Source: an optimization exercise on an open RTL-to-GDS flow (aim: small area). Production flows keep margins and buffers that such runs may drop.
In this exercise RTL edits were held to simulation tests only and were not proved equivalent to the original.
No driver is modelled on the clock port, so clocking that relies on it looks cheaper here than on a real chip.
Power is estimated from default activity; no workload was simulated.

===== flow/flow/run.sh =====
#!/bin/bash
# Layout flow: the standard synthesis, then the combinational logic between
# the (unchanged) registers is re-optimised for area with ABC, then the standard flow's
# standard layout from floorplan to finish. Each tool writes its own log here.
set -uo pipefail
W=$(pwd)
R=$W/orfs/results/${FLOW_PLATFORM}/blackjack/base
LIB=$FLOW_HOME/platforms/${FLOW_PLATFORM}/lib/sky130_fd_sc_hd__tt_025C_1v80.lib

bash standard.sh synth > $W/log_1_std_synth.txt 2>&1 || exit 1
cp $R/1_2_yosys.v $W/std_netlist.v

# don't-use cells of the platform
python3 - "$FLOW_HOME/platforms/${FLOW_PLATFORM}/config.mk" > $W/dont_use.txt <<'PY'
import re, sys
txt = open(sys.argv[1]).read().replace("\\\n", " ")
cells = set()
for m in re.finditer(r"DONT_USE_CELLS\s*\+?=([^\n]*)", txt):
    cells.update(re.findall(r"sky130_fd_sc_hd__\w+", m.group(1)))
print(" ".join(f"-dont_use {c}" for c in sorted(cells)))
PY
DU=$(cat $W/dont_use.txt)

best=""
bestarea=""
for s in $W/flow/abc_*.script; do
  n=$(basename $s .script)
  cat > $W/resynth_$n.ys <<EOS
read_liberty -ignore_miss_func $LIB
blackbox sky130_fd_sc_hd__df*
read_verilog $W/std_netlist.v
hierarchy -top $FLOW_TOP
flatten
opt_clean -purge
abc -script $s -liberty $LIB $DU
opt_clean -purge
hilomap -singleton -hicell sky130_fd_sc_hd__conb_1 HI -locell sky130_fd_sc_hd__conb_1 LO
opt_clean -purge
tee -o $W/stat_$n.txt stat -liberty $LIB
write_verilog -noattr -nohex -nodec $W/netlist_$n.v
EOS
  ( timeout 1200 yosys -s $W/resynth_$n.ys > $W/log_2_resynth_$n.txt 2>&1 ) &
done
wait
for s in $W/flow/abc_*.script; do
  n=$(basename $s .script)
  a=$(grep -o "Chip area for module.*: [0-9.]*" $W/stat_$n.txt 2>/dev/null | awk '{print $NF}')
  [[ -z "$a" || ! -s $W/netlist_$n.v ]] && continue
  # the registers must be the standard synthesis's, by name and cell type
  grep -o "sky130_fd_sc_hd__df[a-z0-9_]* [^ ]*" $W/std_netlist.v | sort > $W/regs_std.txt
  grep -o "sky130_fd_sc_hd__df[a-z0-9_]* [^ ]*" $W/netlist_$n.v | sort > $W/regs_$n.txt
  cmp -s $W/regs_std.txt $W/regs_$n.txt || continue
  if [[ -z "$best" ]] || python3 -c "import sys; sys.exit(0 if $a < $bestarea else 1)"; then
    best=$n; bestarea=$a
  fi
done
echo "chosen: ${best:-standard} ${bestarea}" > $W/log_2_resynth_choice.txt
if [[ -n "$best" ]]; then
  cp $W/netlist_$best.v $R/1_2_yosys.v
  touch $R/1_2_yosys.v
fi

# extra make settings for the layout, one per line
ARGS=()
if [[ -f $W/flow/layout_args.txt ]]; then
  while IFS= read -r line; do [[ -n "$line" ]] && ARGS+=("$line"); done < $W/flow/layout_args.txt
fi
bash standard.sh "${ARGS[@]}" finish > $W/log_3_std_layout.txt 2>&1 || exit 1

===== flow/flow/abc_a.script =====
strash
&get -n
&deepsyn -T 30
&put
dch -f
amap
topo

===== flow/flow/abc_b.script =====
strash
&get -n
&deepsyn -T 30
&put
&get -n
&dch -f
&nf -R 1000
&put
topo

===== flow/flow/abc_c.script =====
strash
dch -f
map -a
topo

===== flow/flow/layout_args.txt =====
BUFFER_PORTS_ARGS=-buffer_cell sky130_fd_sc_hd__buf_1
CTS_ARGS=-sink_clustering_enable -repair_clock_nets -buf_list sky130_fd_sc_hd__clkbuf_8 -dont_use_dummy_load

===== flow/standard.sh =====
#!/bin/bash
# synth_recipe.tcl (not shown) runs the flow's synth.tcl, then flattens the netlist and writes it again
# the make line also repeats each setting of config.mk as NAME=value (left out here)
make -C /OpenROAD-flow-scripts/flow DESIGN_CONFIG=/design/flow/config.mk WORK_HOME=/design/flow/orfs CLKGATE_MAP_FILE= SYNTH_SCRIPT=/design/flow/synth_recipe.tcl "${@:-finish}"

===== flow/config.mk =====
export PLATFORM = sky130hd
export DESIGN_NAME = blackjack
export DESIGN_NICKNAME = blackjack
export VERILOG_FILES = /design/flow/design.v
export SDC_FILE = /design/flow/constraint.sdc
export NUM_CORES = 4
export LEC_CHECK = 0
export CAP_MARGIN = 20
export CORE_MARGIN = 2
export CORE_UTILIZATION = 40
export CTS_BUF_LIST = sky130_fd_sc_hd__clkbuf_8
export HOLD_SLACK_MARGIN = 0
export SLEW_MARGIN = 20

===== flow/constraint.sdc =====
create_clock -name core_clock -period 10.0 [get_ports {clk}]
set_input_delay 2.0000 -clock core_clock [delete_from_list [all_inputs] [get_ports {clk}]]
set_output_delay 2.0000 -clock core_clock [all_outputs]
set_load 0.01 [all_outputs]

===== flow/design.v =====
module dbc(
input clk,
input rst,
input signal_i,
output reg signal_o,
output rise,       
output pulse,      
output started     
    );
    function [4:0] L;
        input [4:0] x;
        L = {x[3:0], x[4] ^ x[2]};
    endfunction
    localparam [4:0] Z   = 5'b00001;   
    localparam [4:0] T19 = 5'b00110;   
    localparam [4:0] R   = 5'b10000;   
    reg [4:0] cnt;
    reg [1:0] ph;
    wire flip = (cnt == T19);
    wire s = signal_o ^ flip;
    wire diff = signal_i ^ s;
    assign rise = signal_o & (ph == 2'd2);
    assign pulse = signal_o & (ph == 2'd3);
    assign started = (cnt != R);
    always @(posedge clk or posedge rst) begin
        if (rst) begin
            signal_o <= 1'b0;
            cnt <= R;
            ph <= 2'd0;
        end else begin
            signal_o <= s;
            cnt <= (diff & ~flip) ? L(cnt) : (diff ? L(Z) : Z);
            ph <= flip ? 2'd1 : ph + {1'b0, ph != 2'd0};
        end
    end
endmodule
module card_generator(input hit, input clk, input rst, input [3:0] lstate,
                      output reg [3:0] card, output reg same);
reg par;
reg [3:0] v;
always @(*) begin
    case ({par, lstate})
        5'd0: v = 4'd2;
        5'd1: v = 4'd8;
        5'd2: v = 4'd2;
        5'd3: v = 4'd4;
        5'd4: v = 4'd10;
        5'd5: v = 4'd8;
        5'd6: v = 4'd4;
        5'd7: v = 4'd10;
        5'd8: v = 4'd6;
        5'd9: v = 4'd6;
        5'd10: v = 4'd4;
        5'd11: v = 4'd8;
        5'd12: v = 4'd10;
        5'd13: v = 4'd2;
        5'd14: v = 4'd6;
        5'd16: v = 4'd7;
        5'd17: v = 4'd3;
        5'd18: v = 4'd7;
        5'd19: v = 4'd9;
        5'd20: v = 4'd5;
        5'd21: v = 4'd3;
        5'd22: v = 4'd9;
        5'd23: v = 4'd5;
        5'd24: v = 4'd11;
        5'd25: v = 4'd11;
        5'd26: v = 4'd9;
        5'd27: v = 4'd3;
        5'd28: v = 4'd5;
        5'd29: v = 4'd7;
        5'd30: v = 4'd11;
        default: v = {par, 3'd0};
    endcase
end
always @(posedge clk or posedge rst) begin
    if (rst) begin
        par <= 1'b0;
        card <= 4'd0;
        same <= 1'b1;
    end else begin
        par <= ~par;
        if (hit) begin
            card <= v;
            same <= (v == card);
        end
    end
end
endmodule
module lfsr (out, state, clk, rst);
  output reg [3:0] out;
  output [3:0] state;
  input clk, rst;
  reg [3:0] number;
  assign state = number;
  wire feedback = ~(number[3] ^ number[2]);
  always @(posedge clk, posedge rst)
  begin
    if (rst)
      number <= 4'b0;
    else
      number <= {number[2:0], feedback};
  end
  always @(*) begin
    case (number)
      0: out = 5;
      1: out = 11;
      14: out = 8;
      13: out = 3;
      12: out = 10;
      default: out = number;
    endcase
  end
endmodule
module bin2bcd_8b(
   input [7:0] bin,
   output reg [11:0] bcd
   );
integer i;
always @(bin) begin
    bcd = 0;
    for (i = 0; i < 8; i = i + 1) begin
        if (bcd[3:0] >= 5) bcd[3:0] = bcd[3:0] + 3;
        if (bcd[7:4] >= 5) bcd[7:4] = bcd[7:4] + 3;
        bcd = {bcd[10:0], bin[7-i]};
    end
end
endmodule
module lcd(clk, rst, trigger, started, ps, ds, fhp, shp, fhd, shd, bet_bcd,
           sf_e, e, rs, rw, d, c, b, a);
    parameter CW = 11;
    input clk, rst, trigger, started;
    input [4:0] ps, ds, fhp, shp, fhd, shd;
    input [11:0] bet_bcd;
    output sf_e;
    output reg e, rs, rw, d, c, b, a;
    reg [CW-1:0] count;
    reg [5:0] code;
    reg st;
    wire [6:0] idx = count[CW-1:CW-7];
    assign sf_e = started;
    wire refresh = started & (count[CW-8] ^ (count[CW-9:CW-11] == 3'd0));
    reg [4:0] sc;
    always @(*) begin
        case (idx)
            7'd17, 7'd19: sc = ps;
            7'd27, 7'd29: sc = ds;
            7'd49, 7'd51: sc = fhp;
            7'd55, 7'd57: sc = shp;
            7'd65, 7'd67: sc = fhd;
            default:      sc = shd;
        endcase
    end
    wire [1:0] tens = (sc >= 5'd30) ? 2'd3 : (sc >= 5'd20) ? 2'd2 : (sc >= 5'd10) ? 2'd1 : 2'd0;
    wire [4:0] ones5 = sc - tens * 4'd10;
    reg [5:0] code_n;
    always @(*) begin
        case (idx)
            7'd0: code_n = 6'h03;
            7'd1: code_n = 6'h03;
            7'd2: code_n = 6'h03;
            7'd3: code_n = 6'h02;
            7'd4: code_n = 6'h02;
            7'd5: code_n = 6'h08;
            7'd6: code_n = 6'h00;
            7'd7: code_n = 6'h06;
            7'd8: code_n = 6'h00;
            7'd9: code_n = 6'h0C;
            7'd10: code_n = 6'h00;
            7'd11: code_n = 6'h01;
            7'd12: code_n = 6'h25;
            7'd13: code_n = 6'h20;
            7'd14: code_n = 6'h23;
            7'd15: code_n = 6'h2A;
            7'd16: code_n = 6'h23;
            7'd17: code_n = {4'h8, tens};
            7'd18: code_n = 6'h23;
            7'd19: code_n = {2'h2, ones5[3:0]};
            7'd20: code_n = 6'h22;
            7'd21: code_n = 6'h20;
            7'd22: code_n = 6'h24;
            7'd23: code_n = 6'h24;
            7'd24: code_n = 6'h23;
            7'd25: code_n = 6'h2A;
            7'd26: code_n = 6'h23;
            7'd27: code_n = {4'h8, tens};
            7'd28: code_n = 6'h23;
            7'd29: code_n = {2'h2, ones5[3:0]};
            7'd30: code_n = 6'h22;
            7'd31: code_n = 6'h20;
            7'd32: code_n = 6'h24;
            7'd33: code_n = 6'h22;
            7'd34: code_n = 6'h23;
            7'd35: code_n = 6'h2A;
            7'd36: code_n = 6'h23;
            7'd37: code_n = {2'h2, bet_bcd[11:8]};
            7'd38: code_n = 6'h23;
            7'd39: code_n = {2'h2, bet_bcd[7:4]};
            7'd40: code_n = 6'h23;
            7'd41: code_n = {2'h2, bet_bcd[3:0]};
            7'd42: code_n = 6'h0C;
            7'd43: code_n = 6'h00;
            7'd44: code_n = 6'h25;
            7'd45: code_n = 6'h20;
            7'd46: code_n = 6'h23;
            7'd47: code_n = 6'h2A;
            7'd48: code_n = 6'h23;
            7'd49: code_n = {4'h8, tens};
            7'd50: code_n = 6'h23;
            7'd51: code_n = {2'h2, ones5[3:0]};
            7'd52: code_n = 6'h22;
            7'd53: code_n = 6'h20;
            7'd54: code_n = 6'h23;
            7'd55: code_n = {4'h8, tens};
            7'd56: code_n = 6'h23;
            7'd57: code_n = {2'h2, ones5[3:0]};
            7'd58: code_n = 6'h22;
            7'd59: code_n = 6'h20;
            7'd60: code_n = 6'h24;
            7'd61: code_n = 6'h24;
            7'd62: code_n = 6'h23;
            7'd63: code_n = 6'h2A;
            7'd64: code_n = 6'h23;
            7'd65: code_n = {4'h8, tens};
            7'd66: code_n = 6'h23;
            7'd67: code_n = {2'h2, ones5[3:0]};
            7'd68: code_n = 6'h22;
            7'd69: code_n = 6'h20;
            7'd70: code_n = 6'h23;
            7'd71: code_n = {4'h8, tens};
            7'd72: code_n = 6'h23;
            7'd73: code_n = {2'h2, ones5[3:0]};
            default: code_n = 6'h10;
        endcase
    end
    always @(posedge clk or posedge rst) begin
        if (rst) begin
            count <= 0;
            code <= 0;
            st <= 0;
            {e, rs, rw, d, c, b, a} <= 0;
        end else if (!st) begin
            count <= count + 1'b1;
            code <= code_n;
            {e, rs, rw, d, c, b, a} <= {refresh, code};
            if (idx == 7'd127)
                st <= 1'b1;
        end else if (trigger)
            st <= 1'b0;
    end
endmodule
`timescale 1ns / 1ps
module blackjack(
	input reset,
	input clk,
	input hit,
	input stay,
	input double_down,
	input split,
	output win,
	output tie,
	output lose,
	output sf_e, e, rs, rw, d, c, b, a
    );
wire hit_out, stay_out, dd_out, split_out;
wire hit_rise, hit_sp, stay_sp, double_down_sp, split_sp;
wire started;
dbc hit_debounce(.clk(clk), .rst(reset), .signal_i(hit), .signal_o(hit_out), .rise(hit_rise), .pulse(hit_sp), .started(started));
dbc stay_debounce(.clk(clk), .rst(reset), .signal_i(stay), .signal_o(stay_out), .rise(), .pulse(stay_sp), .started());
dbc dd_debounce(.clk(clk), .rst(reset), .signal_i(double_down), .signal_o(dd_out), .rise(), .pulse(double_down_sp), .started());
dbc split_debounce(.clk(clk), .rst(reset), .signal_i(split), .signal_o(split_out), .rise(), .pulse(split_sp), .started());
wire [3:0] d_card, lstate;
lfsr d_new_card(.clk(clk), .rst(reset), .out(d_card), .state(lstate));
wire [3:0] card;
wire same;
card_generator new_card(.hit(hit_rise), .clk(clk), .rst(reset), .lstate(lstate), .card(card), .same(same));
reg [4:0] ps, X, fhp, shp, shd;
reg [7:0] bet;
reg [4:0] state;
localparam [4:0] S_INIT = 0,
                 S_P0 = 1, S_P1 = 2, S_P2 = 3, S_P3 = 4,
                 S_DDA = 5, S_DDB = 6,
                 S_DL1 = 7, S_DLN = 8, S_DLS = 9,
                 S_DL1D = 10, S_DLND = 11, S_DLSD = 12,
                 S_RES = 13, S_RESD = 14, S_DONE = 15,
                 S_SFHA = 16, S_SFHB = 17, S_DFH1 = 18, S_DFHN = 19, S_DFHS = 20,
                 S_SSHA = 21, S_SSHB = 22, S_DSH = 23, S_DSHS = 24;
wire splitted = |fhp;    
wire [15:0] bet_bcd;
bin2bcd_8b bcd_bet(.bin(bet), .bcd(bet_bcd[11:0]));
assign bet_bcd[15:12] = 4'd0;
wire trigger = hit_out | stay_out | dd_out | split_out;
lcd lcdTest(.clk(clk), .rst(reset), .trigger(trigger), .started(started),
    .ps(ps), .ds(splitted ? 5'd0 : X), .fhp(fhp), .shp(shp), .fhd(splitted ? X : 5'd0), .shd(shd),
    .bet_bcd(bet_bcd[11:0]), .sf_e(sf_e), .e(e), .rs(rs), .rw(rw), .d(d), .c(c), .b(b), .a(a));
wire isP   = (state == S_P0) || (state == S_P1) || (state == S_P2) || (state == S_P3);
wire isDDA = (state == S_DDA);
wire in_sfh = (state == S_SFHA) || (state == S_SFHB);
wire in_ssh = (state == S_SSHA) || (state == S_SSHB);
wire in_dsh = (state == S_DSH);
wire dl_add = (state == S_DL1) || (state == S_DLN) || (state == S_DL1D) || (state == S_DLND)
           || (state == S_DFH1) || (state == S_DFHN);
wire resf = (state == S_RES) || (state == S_RESD);
wire clr = (resf || state == S_DONE) && split_sp;    
wire betok = bet >= 8'd10;
wire pl = isP && betok;
wire [1:0] ncp = state[1:0] - 2'd1;    
wire [1:0] ncp1 = hit_sp ? ((ncp == 2'd3) ? 2'd3 : ncp + 2'd1) : ncp;
wire split_ev = pl && split_sp && ncp1 == 2'd2 && same;
wire [4:0] P = clr ? 5'd0 : in_sfh ? fhp : in_ssh ? shp : ps;
wire [4:0] padd = clr ? 5'd0 : (card == 4'd11 && P > 5'd10) ? 5'd1 : {1'b0, card};
wire [4:0] psum = P + padd;
wire [4:0] np = hit_sp ? psum : P;
wire ge21 = np >= 5'd21;
wire [4:0] D = clr ? 5'd0 : in_dsh ? shd : X;
wire [4:0] dsum = D + (clr ? 5'd0 : {1'b0, d_card});
wire d17 = dsum >= 5'd17;
wire we_ps = clr || (hit_sp && (pl || isDDA));
wire we_fh = clr || (hit_sp && in_sfh);
wire we_sh = clr || (hit_sp && in_ssh);
wire we_x  = clr || dl_add;
wire we_sd = clr || in_dsh;
function [2:0] hand;
    input [4:0] p, dl;
    input chk0;
    begin
        if (p > 21 && dl > 21) hand = 3'b010;
        else if (p > 21) hand = 3'b001;
        else if (dl > 21) hand = 3'b100;
        else if (dl > p) hand = 3'b001;
        else if (dl < p) hand = 3'b100;
        else if (!chk0 || (p != 0 && dl != 0)) hand = 3'b010;
        else hand = 3'b000;
    end
endfunction
wire [4:0] p1 = splitted ? fhp : ps;
wire [2:0] h1 = hand(p1, X, splitted);
wire [2:0] h2 = hand(shp, shd, 1'b1);
wire ddg = (state == S_RESD);
reg [7:0] delta;
always @(*) begin
    if (splitted) begin
        delta = (h1[2] ? 8'd10 : h1[0] ? -8'd10 : 8'd0) + (h2[2] ? 8'd10 : h2[0] ? -8'd10 : 8'd0);
    end else begin
        if (h1[2]) delta = ddg ? 8'd20 : (ps == 5'd21) ? 8'd15 : 8'd10;
        else if (h1[0]) delta = (ddg && !(ps > 21)) ? -8'd20 : -8'd10;
        else delta = 8'd0;
    end
end
wire [2:0] res = h1 | h2;
assign {win, tie, lose} = (state == S_DONE) ? res : 3'b000;
reg [4:0] nstate;
always @(*) begin
    nstate = state;
    case (state)
        S_INIT: nstate = S_P0;
        S_P0, S_P1, S_P2, S_P3:
            if (betok) begin
                nstate = S_P0 + ncp1;
                if ((stay_sp && ncp1 >= 2) || ge21)
                    nstate = S_DL1;
                if (double_down_sp && ncp1 == 2 && (np == 9 || np == 10 || np == 11) && bet >= 20)
                    nstate = S_DDA;
                if (split_ev)
                    nstate = S_SFHA;
            end
        S_DDA: if (hit_sp) nstate = stay_sp ? S_DL1D : S_DDB;
        S_DDB: if (stay_sp) nstate = S_DL1D;
        S_DL1, S_DL1D, S_DFH1: nstate = state + 1'b1;
        S_DLN, S_DLND, S_DFHN: if (d17) nstate = state + 1'b1;
        S_DLS: nstate = S_RES;
        S_DLSD: nstate = S_RESD;
        S_SFHA, S_SFHB: begin
                if (hit_sp) nstate = S_SFHB;
                if ((stay_sp && (hit_sp || state == S_SFHB)) || ge21)
                    nstate = S_DFH1;
            end
        S_DFHS: nstate = S_SSHA;
        S_SSHA, S_SSHB: begin
                if (hit_sp) nstate = S_SSHB;
                if ((stay_sp && (hit_sp || state == S_SSHB)) || ge21)
                    nstate = S_DSH;
            end
        S_DSH: if (d17) nstate = S_DSHS;
        S_DSHS: nstate = S_RES;
        S_RES, S_RESD: nstate = S_DONE;
        default: ;
    endcase
    if (clr) nstate = S_INIT;
end
always @(posedge clk or posedge reset) begin
    if (reset) begin
        ps <= 0; X <= 0; fhp <= 0; shp <= 0; shd <= 0;
        bet <= 8'd100;
        state <= S_INIT;
    end else begin
        state <= nstate;
        if (we_ps) ps <= psum;
        if (split_ev) begin
            fhp <= {1'b0, card};
            shp <= {1'b0, card};
        end else begin
            if (we_fh) fhp <= psum;
            if (we_sh) shp <= psum;
        end
        if (we_x) X <= dsum;
        if (we_sd) shd <= dsum;
        if (resf) bet <= bet + delta;
    end
end
endmodule

==> results of run 1 <==
[power by group]
part	switching, mW	internal, mW	leakage, nW
sequential	0.0417	0.486	1.33
combinational	0.119	0.0627	1.22
clock	0.138	0.0812	0.0647
total	0.299	0.630	2.62
[final timing paths]
path	slack, ns	startpoint	to
max	4.01	state[1]	state[3]
min	0.41	d_new_card.number[2]	d_new_card.number[3]
max reg2reg	4.01	state[1]	state[3]
min reg2reg	0.41	d_new_card.number[2]	d_new_card.number[3]
max in group asynchronous	7.13	reset	fhp[4]
min in group asynchronous	1.64	reset	hit_debounce.cnt[1]
[cell usage in the layout, fill, tap and decap left out, drive strengths merged, types with 6 or more instances in the layout]
master,count
a211oi,10
a21oi,51
a221oi,8
a222oi,8
a22oi,9
a31oi,13
buf,19
clkbuf,9
clkinv,155
dfrtp,97
dfstp,8
nand2,57
nand3,18
nor2,197
nor2b,6
nor3,34
nor4,11
o21a,12
o21ai,81
o221ai,10
o22ai,38
o32ai,11
or2,10
[stage by stage]
stage	area (µm²)	setup WS (ns)
4_1_cts	7008	4.150
3_5_place_dp	6884	4.200
6_report	7008	4.011
2_1_floorplan	6529	5.190
3_3_place_gp	6884	4.467
5_1_grt	7008	3.161
[cell type report]
| class | count | area (µm²) |
|---|---|---|
| fill | 1673 | 8935 |
| multi-input combinational | 630 | 3306 |
| sequential | 105 | 2638 |
| inverter | 156 | 588.1 |
| timing repair buffer | 19 | 82.58 |
| tap | 216 | 270.3 |
| clock buffer | 9 | 123.9 |
[per-layer routing]
metal	vias to the layer above	routed length [µm]	track usage
met5	-	0	0
met4	0	552	0.09058
met3	44	1042	0.04421
met2	232	7852	0.3200
met1	2956	8086	0.2834
li1	3229	-	-
==> reports/qor.yml, run 1 <==
outcome:
  status: "timing/DRC/antenna clean"
detailed_routing:
  drc_errors: 0
  drt_iter0_markers: 642
  drtAntennaViolNets: 0
  vias: 6461
  wirelength_mm: 17.53
  post_drt_wl_per_cell_um: 15.45
  vias_per_cell: 5.693
  drt-pass1-iter-count: 7
layout:
  final_nets: 927
  n_antenna_cell: 0
  top_regs: "lcdTest.count (11), bet (8), lcdTest.code (6)"
  largest_reg_flops: 11
  drive_gt1_frac: 0.02285
  post-route-util: 0.4396
  largest_register: "lcdTest.count"
  final_cells: 1135
  area.growth.synth_to_final_pct: 7.340
power_and_ir_drop:
  vdd_ir_drop_max_v: 0.0001064
  power_mw: 0.9287
  leakagePower_nw: 2.620
  powerDensity_nw_per_um2: 132.5
sta:
  period_minus_slack_ns: 5.989
  relSlewSlack: 0.4443
  max_freq_mhz: 167.0
  hold_violations: 0
  report.final.slew_viol_count: 0
  fin_crit_sh: 0.5989
  finalSetupTns_ns: 0
  tightest_slew_ns: 0.8336
  worst_hold_slack_ns: 0.4132
  setup_viol: 0
  skew_ns: 0.01869
  rsz0062_at_grt: "false"
die:
  start_util: 0.4095
  coreArea_um2: 15940
  rows: 46
  die_height_um: 131.8
  boundaryPins: 17
  die_w_um: 131.8
  die_area_um2: 17360
critical_path:
  critPathTopFamily: "compound AO/OA/AOI/OAI gates"
  reg2reg_depth: 26
  slowest_delay_ns: 0.54
  critPathMaxFanout: 9
  worstPathRequired_ns: 10.28
  end_kind: "flop"
  worst-path-buf-inv: 3
  crit_slowest_cell: "o32ai_1"
  crit_type: "reg2reg"
  worst_ep_arrival_time_ns: 6.27
  path_depth: 26
  start_kind: "flop"
  worst_path_most_repeated_cell: "o21ai_0"
clock_network:
  post_cts_resize_count: 0
  cts_num_sinks: 105
  clkTransAtPathRegs_ns: 0.09
  clk_latency_ns: 0.39
  cts_hold_repair.buffers: 0
  cts_buffer_depth: 2
  post_cts_buffers: 0
  cts_tree: "yes"
  cts-root-buf: "clkbuf_8"
  cts_made_buffers: 9
  h-tree-depth: 3
place:
  hpwlAfterDp_mm: 13.45
  io_buffer_count: 16
  dp.cells: 1126
  gp_congestion: 0.9618
global_routing:
  overflow: 0
  grt_usage: 0.2079
  grt_pass1_wl_mm: 29.39
  antenna_found_initial: 0
  grt_max_degree: 67
  grt_pass1_vias: 5992
synthesis:
  yosysWarnings: 6
  postSynthNetCount: 897
  syn_avg_cell_area_um2: 7.327
  syn_inst: 891
  synthesis.area_um2: 6529
min_path:
  min_path_type: "reg2reg"
  holdPathStages: 0
job:
  maxCapViolCount: 0
==> run 2: changes to the inputs <==
--- a/flow/design.v
+++ b/flow/design.v
@@ -127,10 +127,10 @@
 end
 endmodule
-module lcd(clk, rst, trigger, started, ps, ds, fhp, shp, fhd, shd, bet_bcd,
+module lcd(clk, rst, trigger, started, ps, ds, fhp, shp, fhd, shd, bet,
            sf_e, e, rs, rw, d, c, b, a);
     parameter CW = 11;
     input clk, rst, trigger, started;
     input [4:0] ps, ds, fhp, shp, fhd, shd;
-    input [11:0] bet_bcd;
+    input [7:0] bet;
     output sf_e;
     output reg e, rs, rw, d, c, b, a;
@@ -141,17 +141,20 @@
     assign sf_e = started;
     wire refresh = started & (count[CW-8] ^ (count[CW-9:CW-11] == 3'd0));
-    reg [4:0] sc;
+    reg [7:0] sc;
     always @(*) begin
         case (idx)
-            7'd17, 7'd19: sc = ps;
-            7'd27, 7'd29: sc = ds;
-            7'd49, 7'd51: sc = fhp;
-            7'd55, 7'd57: sc = shp;
-            7'd65, 7'd67: sc = fhd;
-            default:      sc = shd;
+            7'd17, 7'd19: sc = {3'b000, ps};
+            7'd27, 7'd29: sc = {3'b000, ds};
+            7'd37, 7'd39, 7'd41: sc = bet;
+            7'd49, 7'd51: sc = {3'b000, fhp};
+            7'd55, 7'd57: sc = {3'b000, shp};
+            7'd65, 7'd67: sc = {3'b000, fhd};
+            default:      sc = {3'b000, shd};
         endcase
     end
-    wire [1:0] tens = (sc >= 5'd30) ? 2'd3 : (sc >= 5'd20) ? 2'd2 : (sc >= 5'd10) ? 2'd1 : 2'd0;
-    wire [4:0] ones5 = sc - tens * 4'd10;
+    wire [11:0] dg;
+    bin2bcd_8b conv(.bin(sc), .bcd(dg));
+    wire [1:0] tens = dg[5:4];
+    wire [4:0] ones5 = {1'b0, dg[3:0]};
     reg [5:0] code_n;
     always @(*) begin
@@ -194,9 +197,9 @@
             7'd35: code_n = 6'h2A;
             7'd36: code_n = 6'h23;
-            7'd37: code_n = {2'h2, bet_bcd[11:8]};
+            7'd37: code_n = {2'h2, dg[11:8]};
             7'd38: code_n = 6'h23;
-            7'd39: code_n = {2'h2, bet_bcd[7:4]};
+            7'd39: code_n = {2'h2, dg[7:4]};
             7'd40: code_n = 6'h23;
-            7'd41: code_n = {2'h2, bet_bcd[3:0]};
+            7'd41: code_n = {2'h2, dg[3:0]};
             7'd42: code_n = 6'h0C;
             7'd43: code_n = 6'h00;
@@ -287,11 +290,8 @@
                  S_SSHA = 21, S_SSHB = 22, S_DSH = 23, S_DSHS = 24;
 wire splitted = |fhp;    
-wire [15:0] bet_bcd;
-bin2bcd_8b bcd_bet(.bin(bet), .bcd(bet_bcd[11:0]));
-assign bet_bcd[15:12] = 4'd0;
 wire trigger = hit_out | stay_out | dd_out | split_out;
 lcd lcdTest(.clk(clk), .rst(reset), .trigger(trigger), .started(started),
     .ps(ps), .ds(splitted ? 5'd0 : X), .fhp(fhp), .shp(shp), .fhd(splitted ? X : 5'd0), .shd(shd),
-    .bet_bcd(bet_bcd[11:0]), .sf_e(sf_e), .e(e), .rs(rs), .rw(rw), .d(d), .c(c), .b(b), .a(a));
+    .bet(bet), .sf_e(sf_e), .e(e), .rs(rs), .rw(rw), .d(d), .c(c), .b(b), .a(a));
 wire isP   = (state == S_P0) || (state == S_P1) || (state == S_P2) || (state == S_P3);
 wire isDDA = (state == S_DDA);
@@ -308,12 +308,14 @@
 wire [1:0] ncp1 = hit_sp ? ((ncp == 2'd3) ? 2'd3 : ncp + 2'd1) : ncp;
 wire split_ev = pl && split_sp && ncp1 == 2'd2 && same;
-wire [4:0] P = clr ? 5'd0 : in_sfh ? fhp : in_ssh ? shp : ps;
-wire [4:0] padd = clr ? 5'd0 : (card == 4'd11 && P > 5'd10) ? 5'd1 : {1'b0, card};
-wire [4:0] psum = P + padd;
-wire [4:0] np = hit_sp ? psum : P;
+wire dealer_turn = dl_add || in_dsh;
+wire [4:0] A = clr ? 5'd0 : in_sfh ? fhp : in_ssh ? shp : dl_add ? X : in_dsh ? shd : ps;
+wire [4:0] padd = (card == 4'd11 && A > 5'd10) ? 5'd1 : {1'b0, card};
+wire [4:0] B = clr ? 5'd0 : dealer_turn ? {1'b0, d_card} : padd;
+wire [4:0] sum = A + B;
+wire [4:0] psum = sum;
+wire [4:0] dsum = sum;
+wire [4:0] np = hit_sp ? sum : A;
 wire ge21 = np >= 5'd21;
-wire [4:0] D = clr ? 5'd0 : in_dsh ? shd : X;
-wire [4:0] dsum = D + (clr ? 5'd0 : {1'b0, d_card});
-wire d17 = dsum >= 5'd17;
+wire d17 = sum >= 5'd17;
 wire we_ps = clr || (hit_sp && (pl || isDDA));
 wire we_fh = clr || (hit_sp && in_sfh);
--- a/flow/flow/run.sh
+++ b/flow/flow/run.sh
@@ -41,4 +41,6 @@
 EOS
   ( timeout 1200 yosys -s $W/resynth_$n.ys > $W/log_2_resynth_$n.txt 2>&1 ) &
+  # at most NUM_CORES at once
+  while (( $(jobs -rp | wc -l) >= ${NUM_CORES:-4} )); do sleep 1; done
 done
 wait
==> flow/flow/abc_s1.script (new file) <==
strash
&get -n
&deepsyn -T 60 -S 1
&put
dch -f
amap
topo
==> flow/flow/abc_s2.script (new file) <==
strash
&get -n
&deepsyn -T 60 -S 2
&put
dch -f
amap
topo
==> flow/flow/abc_s3.script (new file) <==
strash
&get -n
&deepsyn -T 60 -S 3
&put
dch -f
amap
topo
==> flow/flow/abc_s4.script (new file) <==
strash
&get -n
&deepsyn -T 60 -S 4
&put
dch -f
amap
topo
==> flow/flow/abc_s5.script (new file) <==
strash
&get -n
&deepsyn -T 60 -S 5
&put
dch -f
amap
topo
==> flow/flow/abc_s6.script (new file) <==
strash
&get -n
&deepsyn -T 60 -S 6
&put
dch -f
amap
topo
==> flow/flow/abc_s7.script (new file) <==
strash
&get -n
&deepsyn -T 60 -S 7
&put
dch -f
amap
topo
==> flow/flow/abc_s8.script (new file) <==
strash
&get -n
&deepsyn -T 60 -S 8
&put
dch -f
amap
topo
--- a/flow/config.mk
+++ b/flow/config.mk
@@ -6,4 +6,5 @@
 export NUM_CORES = 4
 export LEC_CHECK = 0
+export ABC_AREA = 1
 export CAP_MARGIN = 20
 export CORE_MARGIN = 2
removed: flow/flow/abc_a.script
removed: flow/flow/abc_b.script
removed: flow/flow/abc_c.script
==> reports/qor.yml, run 2 <==
outcome:
  status: "timing/DRC/antenna clean"
detailed_routing:
  drt_iter0_markers: 517  # -19%
  drtAntennaViolNets: 0  # unchanged
  post_drt_wl_per_cell_um: 16.70  # +8.1%
  vias_per_cell: 5.844  # +2.7%
  drt-pass1-iter-count: 5  # -2
  drc_errors: 0  # unchanged
  vias: 6072  # -6.0%
  wirelength_mm: 17.35  # -1.1%
clock_network:
  cts-root-buf: "clkbuf_8"
  clkTransAtPathRegs_ns: 0.10  # about the same
  cts_made_buffers: 9  # unchanged
  clk_latency_ns: 0.39  # about the same
  post_cts_resize_count: 0  # unchanged
  cts_tree: "yes"
  post_cts_buffers: 0  # unchanged
  cts_num_sinks: 105  # unchanged
  h-tree-depth: 3  # unchanged
  cts_buffer_depth: 2  # unchanged
  cts_hold_repair.buffers: 0  # unchanged
synthesis:
  syn_avg_cell_area_um2: 7.569  # +3.3%
  synthesis.area_um2: 6237  # -4.5%
  syn_inst: 824  # -7.5%
  yosysWarnings: 6  # unchanged
  postSynthNetCount: 830  # -7.5%
place:
  gp_congestion: 0.9331  # -3.0%
  hpwlAfterDp_mm: 13.24  # -1.6%
  dp_worst_setup_slack_ns: 3.543  # -0.6562 ns
  dp.cells: 1030  # -8.5%
  io_buffer_count: 16  # unchanged
  placed_area_um2: 6550  # -4.9%
sta:
  max_freq_mhz: 154.0  # -7.8%
  fin_ws_ns: 3.506  # -0.5052 ns
  rsz0062_at_grt: "false"
  tightest_slew_ns: 0.9763  # +0.1427 ns
  hold_violations: 0  # unchanged
  fin_crit_sh: 0.6494  # +0.05052
  finalSetupTns_ns: 0  # unchanged
  period_minus_slack_ns: 6.494  # +0.5052 ns
  setup_viol: 0  # unchanged
  report.final.slew_viol_count: 0  # unchanged
  skew_ns: 0.02259  # +0.003900 ns
  relSlewSlack: 0.3441  # -0.1001
power_and_ir_drop:
  comb_power_share: 0.224  # +0.028
  powerDensity_nw_per_um2: 143.8  # +8.5%
  switching_power_mw: 0.3204  # +7.3%
  leakagePower_nw: 2.522  # -3.7%
  swShare: 0.3337  # +0.01211
  p_int_mw: 0.6399  # +1.6%
  p_clk_frac: 0.229  # -0.007
  p_seq_frac: 0.547  # -0.021
  vdd_ir_drop_max_v: 0.0001240  # +17%
  power_mw: 0.9603  # +3.4%
layout:
  final_cells: 1039  # -8.5%
  final_common_cell: "nor2_1"
  area.growth.synth_to_final_pct: 7.081
  drive_gt1_frac: 0.02350  # +0.0006508
  top_regs: "lcdTest.count (11), bet (8), lcdTest.code (6)"
  final_nets: 859  # -7.3%
  final_cell_mix: "156 x nor2_1, 129 x clkinv_1, 97 x dfrtp_1"
  largest_register: "lcdTest.count"
  largest_reg_flops: 11  # unchanged
  fin_area_um2: 6679  # -4.7%
  n_antenna_cell: 0  # unchanged
critical_path:
  slowest_delay_ns: 0.90  # +0.36 ns
  path_cells: "clkinv_1 -> nor2_1 -> clkinv_1 -> nor2_1 -> clkinv_1 -> nor2_1 -> nor2_1 -> a2111oi_1 -> a21o_1 -> a21boi_0 -> o41ai_1 -> a211oi_1 -> o21ai_0 -> o22ai_1 -> o21ai_0 -> or2_0 -> o21ai_0 -> o21ai_0 -> nor2b_1 -> nor2_1 -> a2111oi_0 -> nand2_1 -> a31oi_1 -> o22ai_1"
  worstPathRequired_ns: 10.27  # about the same
  worst_ep_arrival_time_ns: 6.76  # +0.49 ns
  crit_type: "reg2reg"
  end_kind: "flop"
  reg2reg_depth: 24  # -7.7%
  worst_path_most_repeated_cell: "nor2_1"
  reg2reg_slack_ns: 3.51  # -0.51 ns
  start_kind: "flop"
  crit_slowest_cell: "a2111oi_1"
  rr_startpoint: "state[0]"
  rr_endpoint: "state[1]"
  critPathMaxFanout: 7  # -2
die:
  coreArea_um2: 15200  # -4.6%
  boundaryPins: 17  # unchanged
  die_height_um: 128.9  # -2.2%
  start_util: 0.4103  # +0.0007762
  rows: 45  # -2.2%
  die_area_um2: 16610  # -4.3%
  die_w_um: 128.9  # -2.2%
min_path:
  min_from: "hit_debounce.cnt[3]"
  min_path_type: "reg2reg"
  holdPathStages: 2  # +2
  hold_end: "hit_debounce.cnt[4]"
job:
  maxCapViolCount: 0  # unchanged
global_routing:
  overflow: 0  # unchanged
  grt_max_degree: 81  # +21%
  antenna_found_initial: 0  # unchanged
  grt_pass1_wl_mm: 28.73  # -2.2%
  grt_usage: 0.2192  # +0.01133
  grt_pass1_vias: 5592  # -6.7%
==> run 2: worst max-delay path by stage <==
stage | slack, ns | cells past startpoint | to | from
floorplan | 4.76 | 25 | state[1] | state[0]
global placement | 3.68 | 24 | state[1] | state[0]
detailed placement | 3.54 | 24 | state[1] | state[0]
CTS | 3.52 | 24 | state[1] | state[0]
global route | 2.73 | 25 | state[1] | state[0]
finish | 3.51 | 24 | state[1] | state[0]
==> run 2: layer usage <==
layer  wire length [µm]  global-route usage
met5                  0                   0
met4                538             0.08632
met3                981             0.05405
met2               7703              0.3371
met1               8125              0.2986
==> run 2: critical path: cells and delay by family, from the launching register on <==
kind / cells / cell delay (ns)
compound gates: 13 / 3.72
simple gates: 8 / 1.63
buf+inv: 3 / 0.54
flops: 1 / 0.47
==> run 2: final cells by class <==
class	instances	area [µm²]
multi-input combinational	589	3113
tap	188	235.2
timing repair buffer	18	78.83
fill	1587	8523
sequential	105	2638
inverter	130	490.5
clock buffer	9	123.9
==> run 2: stage by stage <==
stage | hold WS (ns) | util
after floorplan | 0.4218 | -
after global placement | 0.4402 | 0.4309
after detailed placement | 0.4412 | 0.4309
after CTS | 0.4537 | 0.4390
after global routing | 0.4925 | 0.4393
final | 0.4533 | 0.4393
==> run 2: power groups by stage <==
stage	combinational, mW	sequential (mW)	clock [mW]
floorplan	0.164	0.523	0
detailed placement	0.214	0.533	0
global placement	0.214	0.533	0
CTS	0.215	0.525	0.230
global route	0.247	0.533	0.244
finish	0.215	0.525	0.220
==> run 3: changes to the inputs <==
--- a/flow/design.v
+++ b/flow/design.v
@@ -281,12 +281,29 @@
 reg [7:0] bet;
 reg [4:0] state;
-localparam [4:0] S_INIT = 0,
-                 S_P0 = 1, S_P1 = 2, S_P2 = 3, S_P3 = 4,
-                 S_DDA = 5, S_DDB = 6,
-                 S_DL1 = 7, S_DLN = 8, S_DLS = 9,
-                 S_DL1D = 10, S_DLND = 11, S_DLSD = 12,
-                 S_RES = 13, S_RESD = 14, S_DONE = 15,
-                 S_SFHA = 16, S_SFHB = 17, S_DFH1 = 18, S_DFHN = 19, S_DFHS = 20,
-                 S_SSHA = 21, S_SSHB = 22, S_DSH = 23, S_DSHS = 24;
+localparam [4:0] S_INIT = 5'b00000,
+                 S_DDA = 5'b00010,
+                 S_DDB = 5'b00011,
+                 S_P0 = 5'b00100,
+                 S_P1 = 5'b00101,
+                 S_P2 = 5'b00110,
+                 S_P3 = 5'b00111,
+                 S_DL1 = 5'b01000,
+                 S_DLN = 5'b01001,
+                 S_DLS = 5'b01010,
+                 S_DL1D = 5'b01100,
+                 S_DLND = 5'b01101,
+                 S_DLSD = 5'b01110,
+                 S_SFHA = 5'b10000,
+                 S_SFHB = 5'b10001,
+                 S_SSHA = 5'b10100,
+                 S_SSHB = 5'b10101,
+                 S_RES = 5'b10010,
+                 S_RESD = 5'b10011,
+                 S_DONE = 5'b10110,
+                 S_DFH1 = 5'b11000,
+                 S_DFHN = 5'b11001,
+                 S_DFHS = 5'b11010,
+                 S_DSH = 5'b11101,
+                 S_DSHS = 5'b11110;
 wire splitted = |fhp;    
 wire trigger = hit_out | stay_out | dd_out | split_out;
@@ -305,5 +322,13 @@
 wire betok = bet >= 8'd10;
 wire pl = isP && betok;
-wire [1:0] ncp = state[1:0] - 2'd1;    
+reg [1:0] ncp;    
+always @(*) begin
+    case (state)
+        S_P1: ncp = 2'd1;
+        S_P2: ncp = 2'd2;
+        S_P3: ncp = 2'd3;
+        default: ncp = 2'd0;
+    endcase
+end
 wire [1:0] ncp1 = hit_sp ? ((ncp == 2'd3) ? 2'd3 : ncp + 2'd1) : ncp;
 wire split_ev = pl && split_sp && ncp1 == 2'd2 && same;
@@ -359,5 +384,5 @@
         S_P0, S_P1, S_P2, S_P3:
             if (betok) begin
-                nstate = S_P0 + ncp1;
+                nstate = (ncp1 == 2'd0) ? S_P0 : (ncp1 == 2'd1) ? S_P1 : (ncp1 == 2'd2) ? S_P2 : S_P3;
                 if ((stay_sp && ncp1 >= 2) || ge21)
                     nstate = S_DL1;
@@ -369,6 +394,10 @@
         S_DDA: if (hit_sp) nstate = stay_sp ? S_DL1D : S_DDB;
         S_DDB: if (stay_sp) nstate = S_DL1D;
-        S_DL1, S_DL1D, S_DFH1: nstate = state + 1'b1;
-        S_DLN, S_DLND, S_DFHN: if (d17) nstate = state + 1'b1;
+        S_DL1: nstate = S_DLN;
+        S_DL1D: nstate = S_DLND;
+        S_DFH1: nstate = S_DFHN;
+        S_DLN: if (d17) nstate = S_DLS;
+        S_DLND: if (d17) nstate = S_DLSD;
+        S_DFHN: if (d17) nstate = S_DFHS;
         S_DLS: nstate = S_RES;
         S_DLSD: nstate = S_RESD;
==> flow/flow/abc_s5.script (replaced) <==
strash
&get -n
&deepsyn -T 60 -S 5
&put
dch -f
amap -m
topo
==> flow/flow/abc_s6.script (replaced) <==
strash
&get -n
&deepsyn -T 60 -S 6
&put
dch -f
amap -m
topo
==> flow/flow/abc_s7.script (replaced) <==
strash
&get -n
&deepsyn -T 60 -S 7
&put
dch -f
amap -m
topo
==> flow/flow/abc_s8.script (replaced) <==
strash
&get -n
&deepsyn -T 60 -S 8
&put
dch -f
amap -m
topo
==> reports/qor.yml, run 3 <==
synthesis:
  synthesis.area_um2: 6136  # -1.6%
  yosysWarnings: 6  # unchanged
  syn_inst: 791  # -4.0%
  syn_avg_cell_area_um2: 7.757  # +2.5%
  postSynthNetCount: 797  # -4.0%
critical_path:
  crit_slowest_cell: "o21ai_0"
  crit_type: "reg2reg"
  worst_ep_arrival_time_ns: 6.45  # -0.31 ns
  end_kind: "flop"
  reg2reg_depth: 25  # +4.2%
  start_kind: "flop"
  worst-path-buf-inv: 4  # +1
  slowest_delay_ns: 0.64  # -0.26 ns
  rr_endpoint: "state[0]"
  reg2reg_slack_ns: 3.86  # +0.35 ns
  rr_startpoint: "state[2]"
  critPathMaxFanout: 8  # +1
  critPathTopFamily: "compound AO/OA/AOI/OAI gates"
  worstPathRequired_ns: 10.31  # +0.04 ns
layout:
  final_cells: 1007  # -3.1%
  final_nets: 827  # -3.7%
  largest_reg_flops: 11  # unchanged
  top_regs: "lcdTest.count (11), bet (8), lcdTest.code (6)"
  largest_register: "lcdTest.count"
  final_common_cell: "nor2_1"
  fin_area_um2: 6580  # -1.5%
  drive_gt1_frac: 0.02564  # +0.002139
  n_antenna_cell: 0  # unchanged
  final_cell_mix: "146 x nor2_1, 128 x clkinv_1, 97 x dfrtp_1"
  area.growth.synth_to_final_pct: 7.239
clock_network:
  clkTransAtPathRegs_ns: 0.12  # +0.02 ns
  cts_num_sinks: 105  # unchanged
  post_cts_resize_count: 0  # unchanged
  clk_latency_ns: 0.40  # about the same
  cts_hold_repair.buffers: 0  # unchanged
  cts-root-buf: "clkbuf_8"
  cts_tree: "yes"
  h-tree-depth: 3  # unchanged
  cts_made_buffers: 9  # unchanged
  post_cts_buffers: 0  # unchanged
  cts_buffer_depth: 2  # unchanged
die:
  start_util: 0.4066  # -0.003655
  die_w_um: 127.9  # -0.79%
  die_area_um2: 16350  # -1.6%
  die_height_um: 127.9  # -0.79%
  rows: 45  # unchanged
  boundaryPins: 17  # unchanged
  coreArea_um2: 15090  # -0.74%
sta:
  max_freq_mhz: 162.8  # +5.7%
  worst_hold_slack_ns: 0.4794  # +0.02614 ns
  rsz0062_at_grt: "false"
  setup_viol: 0  # unchanged
  period_minus_slack_ns: 6.144  # -0.3505 ns
  fin_crit_sh: 0.6144  # -0.03505
  hold_violations: 0  # unchanged
  relSlewSlack: 0.4467  # +0.1026
  skew_ns: 0.04066  # +0.01807 ns
  tightest_slew_ns: 0.8299  # -0.1464 ns
  finalSetupTns_ns: 0  # unchanged
  report.final.slew_viol_count: 0  # unchanged
global_routing:
  antenna_found_initial: 0  # unchanged
  grt_max_degree: 69  # -15%
  grt_pass1_vias: 5505  # -1.6%
  overflow: 0  # unchanged
  grt_usage: 0.2178  # -0.001456
  grt_pass1_wl_mm: 28.19  # -1.9%
place:
  hpwlAfterDp_mm: 12.92  # -2.4%
  gp_congestion: 0.9713  # +4.1%
  io_buffer_count: 16  # unchanged
  dp.cells: 998  # -3.1%
  placed_area_um2: 6456  # -1.4%
power_and_ir_drop:
  leakagePower_nw: 2.526  # +0.15%
  power_mw: 0.9523  # -0.83%
  vdd_ir_drop_max_v: 0.0001257  # +1.4%
  powerDensity_nw_per_um2: 144.7  # +0.66%
detailed_routing:
  drt_iter0_markers: 636  # +23%
  drtAntennaViolNets: 0  # unchanged
  vias: 5937  # -2.2%
  vias_per_cell: 5.896  # +0.88%
  post_drt_wl_per_cell_um: 16.75  # +0.29%
  drc_errors: 0  # unchanged
  wirelength_mm: 16.86  # -2.8%
  drt-pass1-iter-count: 10  # +5
job:
  maxCapViolCount: 0  # unchanged
min_path:
  holdPathStages: 1  # -1
  min_from: "dd_debounce.ph[0]"
  min_path_type: "reg2reg"
  hold_end: "dd_debounce.ph[0]"
outcome:
  status: "timing/DRC/antenna clean"
[run 3: layout make-up]
class,count,area [µm²]
flip-flops and latches,105,2638
well taps,188,235.2
fillers,1523,8509
multi-input cells,557,3014
clock buffers,9,123.9
inverters,129,486.7
repair buffers,19,82.58
[run 3: how the worst max path moves through the flow]
stage                     startpoint  cells after the start  endpoint  slack [ns]
final                       state[2]                     25  state[0]        3.86
after floorplan             state[2]                     24  state[1]        5.24
after detailed placement    state[2]                     25  state[0]        4.08
after CTS                   state[2]                     25  state[0]        4.03
after global routing        state[2]                     25  state[0]        3.20
after global placement      state[2]                     25  state[0]        4.30
[run 3: power by group]
| part | internal, mW | switching [mW] | leakage, nW |
|---|---|---|---|
| clock network | 0.0812 | 0.135 | 0.0647 |
| registers | 0.487 | 0.0422 | 1.33 |
| logic | 0.0725 | 0.135 | 1.13 |
[run 3: per-layer routing]
metal | vias to the layer above | wire, µm | share of wire | global-route usage
met5 | - | 0 | 0 | 0
met4 | 0 | 598 | 0.035 | 0.09244
met3 | 42 | 1115 | 0.066 | 0.04591
met2 | 228 | 7446 | 0.44 | 0.3306
met1 | 2739 | 7703 | 0.46 | 0.3021
li1 | 2928 | - | - | -
[run 3: through the flow]
stage / setup WS (ns) / utilization
final: 3.856 / 0.4361
after global routing: 3.203 / 0.4361
after CTS: 4.025 / 0.4361
after detailed placement: 4.085 / 0.4279
after global placement: 4.302 / 0.4279
after floorplan: 5.241 / -
==> run 4: changes to the inputs <==
--- a/flow/design.v
+++ b/flow/design.v
@@ -150,5 +150,6 @@
             7'd55, 7'd57: sc = {3'b000, shp};
             7'd65, 7'd67: sc = {3'b000, fhd};
-            default:      sc = {3'b000, shd};
+            7'd71, 7'd73: sc = {3'b000, shd};
+            default:      sc = 8'bx;    
         endcase
     end
==> reports/qor.yml, run 4 <==
detailed_routing:
  drtAntennaViolNets: 0  # unchanged
  post_drt_wl_per_cell_um: 16.87  # +0.76%
  drc_errors: 0  # unchanged
  wirelength_mm: 17.35  # +2.9%
  drt_iter0_markers: 827  # +30%
  drt-pass1-iter-count: 6  # -4
  vias_per_cell: 5.816  # -1.3%
  vias: 5979  # +0.71%
power_and_ir_drop:
  leakagePower_nw: 2.557  # +1.2%
  switching_power_mw: 0.3208  # +2.8%
  vdd_ir_drop_max_v: 0.0001161  # -7.7%
  p_seq_frac: 0.555  # about the same
  comb_power_share: 0.215  # -0.003
  swShare: 0.3332  # +0.005653
  powerDensity_nw_per_um2: 145.3  # +0.40%
  p_clk_frac: 0.230  # +0.003
  p_int_mw: 0.6419  # +0.24%
global_routing:
  grt_max_degree: 61  # -12%
  antenna_found_initial: 1  # +1
  grt_usage: 0.2178  # unchanged
  grt_pass1_vias: 5544  # +0.71%
  grt_pass1_wl_mm: 28.20  # about the same
  overflow: 0  # unchanged
critical_path:
  crit_type: "reg2out"
  worstPathRequired_ns: 8.00  # -2.31 ns
  reg2reg_depth: 24  # -4.0%
  end_kind: "output pin"
  start_kind: "flop"
  critPathMaxFanout: 8  # unchanged
  worst_ep_arrival_time_ns: 3.61  # -2.84 ns
layout:
  multi_input_area_um2: 3075  # +2.0%
  largest_register: "lcdTest.count"
  final_nets: 847  # +2.4%
  n_fill_cell: 1522  # -0.066%
  area.growth.synth_to_final_pct: 7.425
  regArea_um2: 2638  # unchanged
  largest_reg_flops: 11  # unchanged
  top_regs: "lcdTest.count (11), bet (8), lcdTest.code (6)"
  final_cell_mix: "158 x nor2_1, 125 x clkinv_1, 97 x dfrtp_1"
  final_common_cell: "nor2_1"
  drive_gt1_frac: 0.02741  # +0.001773
place:
  gp_congestion: 1.006  # +3.5%
  hpwlAfterDp_mm: 13.12  # +1.6%
  io_buffer_count: 16  # unchanged
synthesis:
  syn_inst: 812  # +2.7%
  syn_avg_cell_area_um2: 7.595  # -2.1%
  synthesis.area_um2: 6167  # +0.51%
  yosysWarnings: 6  # unchanged
  postSynthNetCount: 818  # +2.6%
clock_network:
  cts_buffer_depth: 2  # unchanged
  post_cts_buffers: 0  # unchanged
  clkTransAtPathRegs_ns: 0.12  # about the same
  h-tree-depth: 3  # unchanged
  cts-root-buf: "clkbuf_8"
  cts_made_buffers: 9  # unchanged
  clk_latency_ns: 0.41  # about the same
  cts_num_sinks: 105  # unchanged
  post_cts_resize_count: 0  # unchanged
  cts_tree: "yes"
  cts_hold_repair.buffers: 0  # unchanged
sta:
  fin_crit_sh: 0.5614  # -0.05296
  hold_violations: 0  # unchanged
  finalSetupTns_ns: 0  # unchanged
  setup_viol: 0  # unchanged
  rsz0062_at_grt: "false"
  worst_hold_slack_ns: 0.4632  # -0.01619 ns
  period_minus_slack_ns: 5.614  # -0.5296 ns
  report.final.slew_viol_count: 0  # unchanged
  relSlewSlack: 0.3513  # -0.09542
  skew_ns: 0.03967  # -0.0009891 ns
  tightest_slew_ns: 0.9628  # +0.1330 ns
  max_freq_mhz: 178.1  # +9.4%
die:
  die_height_um: 128.2  # +0.25%
  start_util: 0.4072  # +0.0005536
  die_w_um: 128.2  # +0.25%
  die_area_um2: 16430  # +0.49%
  rows: 45  # unchanged
  coreArea_um2: 15150  # +0.37%
  boundaryPins: 17  # unchanged
min_path:
  holdPathStages: 2  # +1
  min_path_type: "reg2reg"
job:
  maxCapViolCount: 0  # unchanged
outcome:
  status: "timing/DRC/antenna clean"
==> run 4: path summary, 6_finish.rpt <==
path,slack (ns),from,endpoint
max,4.39,fhp[0],tie
min,0.46,hit_debounce.cnt[3],hit_debounce.cnt[4]
max reg2reg,4.39,state[3],state[0]
min reg2reg,0.46,hit_debounce.cnt[3],hit_debounce.cnt[4]
max in group asynchronous,7.13,reset,stay_debounce.signal_o
min in group asynchronous,1.67,reset,d_new_card.number[2]
==> run 4: cell type report <==
cell class,instances,area share
Sequential cell,105,0.3981
Multi-Input combinational cell,581,0.4642
Inverter,126,0.07177
Tap cell,188,0.03551
Antenna cell,1,0.0003777
Clock buffer,9,0.01870
Timing Repair Buffer,18,0.01133
==> run 4: power by group through the flow <==
stage	Combinational, mW	Clock (mW)	Sequential (mW)
floorplan	0.159	0	0.528
global route	0.235	0.244	0.544
CTS	0.206	0.229	0.533
global placement	0.204	0	0.541
finish	0.207	0.221	0.535
detailed placement	0.204	0	0.541
==> run 4: metal layers <==
layer / vias to the layer above / global-route usage / part of all wire
li1: 2958 / - / -
met1: 2741 / 0.2965 / 0.46
met2: 244 / 0.3331 / 0.44
met3: 36 / 0.05676 / 0.076
met4: 0 / 0.08403 / 0.030
met5: - / 0 / 0
==> run 4: critical path, stage by stage, from the launching register on <==
cell and delay, ns:
dfrtp_1 0.42, clkinv_1 0.17, nand3_1 0.29, clkinv_1 0.21, a21oi_1 0.28, a221oi_1 0.14
a221oi_1 0.48, clkinv_1 0.18, o21ai_0 0.33, nor2_1 0.15, nor4_1 0.32, nor3b_1 0.12
buf_1 0.15
==> run 4: per-stage QoR <==
step	util	cell area, µm²	power (mW)	setup slack, ns	cells
2_1_floorplan	-	6167	0.6864	5.575	812
3_3_place_gp	0.4278	6480	0.7444	4.731	1018
3_5_place_dp	0.4278	6480	0.7457	4.682	1018
4_1_cts	0.4360	6604	0.9674	4.436	1027
5_1_grt	0.4373	6623	1.022	3.796	1027
6_report	0.4374	6625	0.9627	4.386	1028
==> run 5: changes to the inputs <==
--- a/flow/design.v
+++ b/flow/design.v
@@ -75,14 +75,13 @@
 end
 always @(posedge clk or posedge rst) begin
-    if (rst) begin
+    if (rst)
         par <= 1'b0;
-        card <= 4'd0;
-        same <= 1'b1;
-    end else begin
+    else
         par <= ~par;
-        if (hit) begin
-            card <= v;
-            same <= (v == card);
-        end
+end
+always @(posedge clk) begin
+    if (hit) begin
+        card <= v;
+        same <= (v == card);
     end
 end
--- a/flow/flow/run.sh
+++ b/flow/flow/run.sh
@@ -68,3 +68,5 @@
   while IFS= read -r line; do [[ -n "$line" ]] && ARGS+=("$line"); done < $W/flow/layout_args.txt
 fi
+# upsize slow clock buffers after CTS
+ARGS+=("POST_CTS_TCL=$W/flow/post_cts.tcl")
 bash standard.sh "${ARGS[@]}" finish > $W/log_3_std_layout.txt 2>&1 || exit 1
==> flow/flow/post_cts.tcl (new file) <==
# Upsize the clock buffers that drive a register clock pin with a slow slew.
estimate_parasitics -placement
set thr 120.0
set big [[ord::get_db] findMaster sky130_fd_sc_hd__clkbuf_16]
set drivers [dict create]
foreach pin [get_pins -hierarchical */CLK] {
  set s 0
  foreach a {slew_max_rise slew_max_fall} {
    set v [get_property $pin $a]
    if {[string is double -strict $v] && $v > $s} { set s $v }
  }
  if {[sta::time_sta_ui $s] * 1000.0 > $thr} {
    set iterm [[ord::get_db_block] findITerm [get_full_name $pin]]
    if {$iterm == "NULL"} continue
    set net [$iterm getNet]
    foreach it [$net getITerms] {
      if {[$it isOutputSignal]} { dict set drivers [[$it getInst] getName] 1 }
    }
  }
}
set n 0
foreach name [dict keys $drivers] {
  set inst [[ord::get_db_block] findInst $name]
  set m [[$inst getMaster] getName]
  if {[string match "sky130_fd_sc_hd__clkbuf_*" $m] && $m != "sky130_fd_sc_hd__clkbuf_16"} {
    $inst swapMaster $big
    incr n
  }
}
puts "post-cts: upsized $n clock buffers (slew over $thr ps)"
if {$n > 0} {
  detailed_placement
  estimate_parasitics -placement
}
==> reports/qor.yml, run 5 <==
outcome:
  status: "aborted with a tool error"
  stop_stage: "1_synth"
  error: "[ERROR STA-0171] /design/flow/orfs/results/sky130hd/blackjack/base/1_2_yosys.v line 805, syntax error"
synthesis:
  yosysWarnings: 6  # unchanged
==> run 6: changes to the inputs <==
--- a/flow/design.v
+++ b/flow/design.v
@@ -416,5 +416,6 @@
         S_DSHS: nstate = S_RES;
         S_RES, S_RESD: nstate = S_DONE;
-        default: ;
+        S_DONE: ;
+        default: nstate = 5'bx;    
     endcase
     if (clr) nstate = S_INIT;
--- a/flow/flow/run.sh
+++ b/flow/flow/run.sh
@@ -28,5 +28,5 @@
   cat > $W/resynth_$n.ys <<EOS
 read_liberty -ignore_miss_func $LIB
-blackbox sky130_fd_sc_hd__df*
+blackbox sky130_fd_sc_hd__*df* sky130_fd_sc_hd__dl*
 read_verilog $W/std_netlist.v
 hierarchy -top $FLOW_TOP
@@ -49,7 +49,9 @@
   a=$(grep -o "Chip area for module.*: [0-9.]*" $W/stat_$n.txt 2>/dev/null | awk '{print $NF}')
   [[ -z "$a" || ! -s $W/netlist_$n.v ]] && continue
+  # only cell instances (no behavioural registers) may come out
+  grep -qE "^\s*(reg|always)\b" $W/netlist_$n.v && continue
   # the registers must be the standard synthesis's, by name and cell type
-  grep -o "sky130_fd_sc_hd__df[a-z0-9_]* [^ ]*" $W/std_netlist.v | sort > $W/regs_std.txt
-  grep -o "sky130_fd_sc_hd__df[a-z0-9_]* [^ ]*" $W/netlist_$n.v | sort > $W/regs_$n.txt
+  grep -oE "sky130_fd_sc_hd__[a-z]*(df|dl)[a-z0-9_]* [^ ]*" $W/std_netlist.v | sort > $W/regs_std.txt
+  grep -oE "sky130_fd_sc_hd__[a-z]*(df|dl)[a-z0-9_]* [^ ]*" $W/netlist_$n.v | sort > $W/regs_$n.txt
   cmp -s $W/regs_std.txt $W/regs_$n.txt || continue
   if [[ -z "$best" ]] || python3 -c "import sys; sys.exit(0 if $a < $bestarea else 1)"; then
==> reports/qor.yml, run 6 <==
die:
  coreArea_um2: 15090
  die_area_um2: 16290
  rows: 45
  die_w_um: 127.6
  die_height_um: 127.6
  boundaryPins: 17
  start_util: 0.4052
layout:
  area.growth.synth_to_final_pct: 8.246
  top_regs: "lcdTest.count (11), bet (8), lcdTest.code (6)"
  drive_gt1_frac: 0.02328
  final_common_cell: "nor2_1"
  n_fill_cell: 1543
  n_antenna_cell: 0
  multi_input_area_um2: 2950
  fin_area_um2: 6619
  largest_register: "lcdTest.count"
  largest_reg_flops: 11
  post-route-util: 0.4386
  final_cells: 1004
  final_cell_mix: "140 x nor2_1, 133 x clkinv_1, 93 x dfrtp_1"
  final_nets: 824
  regArea_um2: 2661
sta:
  skew_ns: 0.03423
  hold_violations: 0
  report.final.slew_viol_count: 0
  fin_ws_ns: 4.734
  setup_viol: 0
  fin_crit_sh: 0.5266
  tightest_slew_ns: 0.8422
  rsz0062_at_grt: "false"
  relSlewSlack: 0.4334
  worst_hold_slack_ns: 0.4434
  max_freq_mhz: 189.9
  period_minus_slack_ns: 5.266
  finalSetupTns_ns: 0
critical_path:
  reg2reg_slack_ns: 4.73
  worstPathRequired_ns: 10.28
  worst_ep_arrival_time_ns: 5.55
  end_kind: "flop"
  reg2reg_depth: 25
  worst_path_most_repeated_cell: "nor2_1"
  startpoint: "state[2]"
  critPathMaxFanout: 9
  rr_endpoint: "state[1]"
  slowest_delay_ns: 0.54
  crit_slowest_cell: "a21oi_1"
  rr_startpoint: "state[2]"
  start_kind: "flop"
  crit_type: "reg2reg"
power_and_ir_drop:
  leakagePower_nw: 2.470
  power_mw: 0.9533
  p_clk_frac: 0.290
  swShare: 0.2950
  p_seq_frac: 0.553
  vdd_ir_drop_max_v: 0.0001247
  switching_power_mw: 0.2812
  p_int_mw: 0.6721
  comb_power_share: 0.157
  powerDensity_nw_per_um2: 144.0
min_path:
  min_path_type: "reg2reg"
  holdPathStages: 0
  hold_end: "d_new_card.number[1]"
  min_from: "d_new_card.number[0]"
detailed_routing:
  wirelength_mm: 17.01
  drt_iter0_markers: 553
  post_drt_wl_per_cell_um: 16.95
  drc_errors: 0
  vias_per_cell: 5.837
  vias: 5860
  drtAntennaViolNets: 0
  drt-pass1-iter-count: 6
global_routing:
  grt_pass1_vias: 5419
  grt_pass1_wl_mm: 28.10
  grt_usage: 0.2181
  grt_max_degree: 64
  antenna_found_initial: 0
  overflow: 0
clock_network:
  cts_tree: "yes"
  clkTransAtPathRegs_ns: 0.07
  cts_num_sinks: 105
  clk_latency_ns: 0.41
synthesis:
  synthesis.area_um2: 6115
  syn_inst: 789
  yosysWarnings: 6  # unchanged
  syn_avg_cell_area_um2: 7.750
  postSynthNetCount: 795
job:
  maxCapViolCount: 0
place:
  dp.cells: 995
  gp_congestion: 0.9463
  io_buffer_count: 16
  hpwlAfterDp_mm: 13.05
  dp_worst_setup_slack_ns: 4.881
  placed_area_um2: 6427
outcome:
  status: "timing/DRC/antenna clean"
run 6: power groups by stage:
stage	Combinational [mW]	Clock, mW	Sequential [mW]
finish	0.149	0.276	0.528
global route	0.175	0.301	0.536
global placement	0.148	0	0.535
detailed placement	0.151	0	0.535
floorplan	0.119	0	0.524
run 6: cell type report:
cell class / instances / area share
sequential: 105 / 0.4021
timing repair buffer: 18 / 0.01134
inverter: 134 / 0.07637
multi-input combinational: 550 / 0.4457
tap: 188 / 0.03554
clock buffer: 9 / 0.02892
run 6: critical path, delay by kind of cell (launching register included):
family / cells / cell delay, ns
AOI/OAI and AO/OA: 14 / 2.45
and+or+nand+nor: 8 / 1.49
buffers and inverters: 3 / 0.69
DFF: 1 / 0.51
run 6: worst max path at each step:
| stage | to | cells past startpoint |
|---|---|---|
| finish | state[1] | 25 |
| global route | state[1] | 25 |
| detailed placement | state[1] | 25 |
| global placement | bet[7] | 25 |
| floorplan | state[1] | 25 |
run 6: routing by layer:
metal  routed length [µm]  GRT usage  vias to the layer above
met5                    0          0                        -
met4                  410    0.06917                        0
met3                 1162    0.04564                       33
met2                 7488     0.3309                      215
met1                 7953     0.3130                     2706
li1                     -          -                     2906

afterwards: timing with drivers on the ports:
The flow's constraints put no driver on any port. The routed layouts listed below were extracted and timed again, unchanged, in two steps. Step 1, drivers: a clkbuf_16 drives clk and a buf_2 each remaining input, both assumed. Step 2 moves the port delays by t, midway between the first and last clock arrival at a register: inputs arrive t later, outputs are due t later. That takes back most of the time a late clock gives input paths. Three values: ideal, step 1, step 2; two values: the first two.
| run | t, ns | slack for setup (ns) | worst setup path after step 2 | clock arrival spread, ns | pins driven straight from the clock port |
|---|---|---|---|---|---|
| run 1 | 0.417 | 4.011 / 4.011 / 4.011 | register to register | 0.019 / 0.018 | 1 |
| run 2 | 0.416 | 3.506 / 3.506 / 3.506 | register to register | 0.023 / 0.024 | 1 |
| run 3 | 0.420 | 3.856 / 3.856 / 3.856 | register to register | 0.042 / 0.042 | 1 |
| run 4 | 0.423 | 4.386 / 4.348 / 4.392 | register to register | 0.041 / 0.041 | 1 |
| run 6 | 0.433 | 4.734 / 4.734 / 4.734 | register to register | 0.035 / 0.034 | 1 |
After both steps every run listed still meets setup and hold.
